Source: an optimization exercise on an open RTL-to-GDS flow (aim: small area, a short achievable clock period and few clock cycles per item). Production flows keep margins and buffers that such runs may drop.
In this exercise RTL edits were held to simulation tests only and were not proved equivalent to the original.
Power is estimated from default activity; no workload was simulated.

==> flow/design.v (excerpt) <==
module JAM(
	input wire CLK,
	input wire RST,
	input wire [6:0] Cost,
	output wire [2:0] W,
	output wire [2:0] J,
	output reg [3:0] MatchCount,
	output reg [9:0] MinCost,
	output reg  Valid
);
	localparam [2:0] ST_PRE = 3'd0, ST_PRE2 = 3'd1, ST_X = 3'd2,
	                 ST_X2 = 3'd7, ST_SRCH = 3'd3, ST_ENDW = 3'd4,
	                 ST_FIN = 3'd5, ST_DONE = 3'd6;
	reg [2:0] st;
	reg [6:0] cnt;          
	reg [6:0] pc;           
	reg       pv;           
	reg [6:0] Creg;
	reg [6:0] vq;           
	reg [2:0] aw, aj;
	reg [2:0] won, jon;
	assign W = ~won;
	assign J = ~jon;
	reg [6:0] v [0:7];      
	reg [2:0] sid [0:7];
	reg [6:0] su  [0:7];
	reg [2:0] ss  [0:7];
	reg [3:0] sk  [0:7];
	reg [2:0] sj  [0:7];
	reg [6:0] mn, m2;
	reg [2:0] am;
	reg [7:0] d;            
	reg       fpop;         
	reg       ffirst;       
	reg [7:0] mask;         
	reg       bv, bpop, bleaf, bpd;
	reg [7:0] buv;
	reg [9:0] D;            
	reg [7:0] xd;
	reg [2:0] xj, xw;
	reg [7:0] xmask;
	reg       xpop, xfirst, xfin;
	integer k;
	wire       p1v   = pv && !pc[6];
	wire       p2v   = pv && pc[6];
	wire       first = (pc[2:0] == 3'd0);
	wire [6:0] x     = Creg - vq;
	wire       lt1   = x < mn;
	wire       lt2   = x < m2;
	wire       sx   = (st == ST_X);
	wire [6:0] gap  = m2 - mn;
	wire [3:0] kn   = (gap > 7'd15) ? 4'd15 : gap[3:0];
	wire [2:0] rn   = sx ? 3'd7 : (pc[5:3] - 3'd1);
	wire       tk   = sx || (p2v && first && pc[5:3] != 3'd0);
	wire       addm = sx || (p2v && first) || (p1v && first && pc != 7'd0);
	reg        iv;
	reg [3:0]  ik;
	reg [6:0]  iu;
	reg [2:0]  ia, ir;
	reg [7:0] ge;
	reg [7:0] put;    
	reg [7:0] shr;    
	always @(*) begin
		for (k = 0; k < 8; k = k + 1)
			ge[k] = (k < ir) && (sk[k] >= ik);
		for (k = 0; k < 8; k = k + 1) begin
			put[k] = !ge[k] && (k == 0 || ge[k-1]);
			shr[k] = !ge[k] && !put[k];
		end
	end
	function [2:0] low8;    
		input [7:0] a;
		low8 = a[0] ? 3'd0 : a[1] ? 3'd1 : a[2] ? 3'd2 : a[3] ? 3'd3 :
		       a[4] ? 3'd4 : a[5] ? 3'd5 : a[6] ? 3'd6 : 3'd7;
	endfunction
	function [3:0] nextcol;
		input [7:0] m;
		input [2:0] s0;
		input [2:0] c0;
		input       from0;
		reg [7:0] fr, hi, lo, a;
		begin
			fr = ~m;
			lo = fr & ~(8'hff << s0);                  
			if (from0)
				hi = fr & (8'hff << s0);               
			else if (c0 >= s0)
				hi = fr & (8'hfe << c0);               
			else begin
  ...
Size: about 2400 cells after synthesis, ~370 flip-flops, about 30 I/O pins.
Settings: LEC_CHECK=0, ABC_AREA=1, CAP_MARGIN=20, CORE_MARGIN=2, CORE_UTILIZATION=65, SLEW_MARGIN=20; clock period 20.0 ns.
run.sh (not shown) runs the stock make flow with config.mk's settings and CLKGATE_MAP_FILE= SYNTH_SCRIPT=/design/flow/synth_recipe.tcl, a recipe that flattens the netlist after the stock synthesis.
Testbench counts at the start, summed over its fixed seeds: cycles 6,048, items 24.
Rerun with:
--- a/flow/config.mk
+++ b/flow/config.mk
@@ -10,3 +10,3 @@
 export CORE_MARGIN = 2
-export CORE_UTILIZATION = 65
+export CORE_UTILIZATION = 40
 export SLEW_MARGIN = 20
Sequential power climbs by about 0.6%.
Maximum frequency goes down by about 0.9%.
Hold slack improved by 0.015 ns.
Global-route usage goes down by 13 points.
Synthesized area stays the same.
Final cell count went up by about 10%.
Cell area grows by 2.4%.
Non-clock buffer count went up by 2.
Setup slack gets worse by 0.053 ns.
Core utilization fell by 27 points.
Clock power increases by 12%.

## separate check: timing with driven ports
How much do the figures lean on ideal ports? The routed layouts below were timed once more, with nothing changed but the port constraints. Step 1, drivers: a clkbuf_16 drives CLK and a buf_2 each remaining input, both assumed. Step 2, shift: input delay + t, output delay - t, t = (earliest + latest rising clock arrival at the registers) / 2. This alone moves slack from input paths to output paths. Three values: ideal, step 1, step 2; two values: the first two.
run | shift t [ns] | setup slack, ns | pins driven straight from the clock port
the first run | 0.589 | 14.433 / 14.378 / 14.901 | 1
the second run | 0.619 | 14.380 / 14.324 / 14.839 | 1
After both steps every run listed still meets setup and hold. The worst setup slack also covers recovery checks on asynchronous resets.
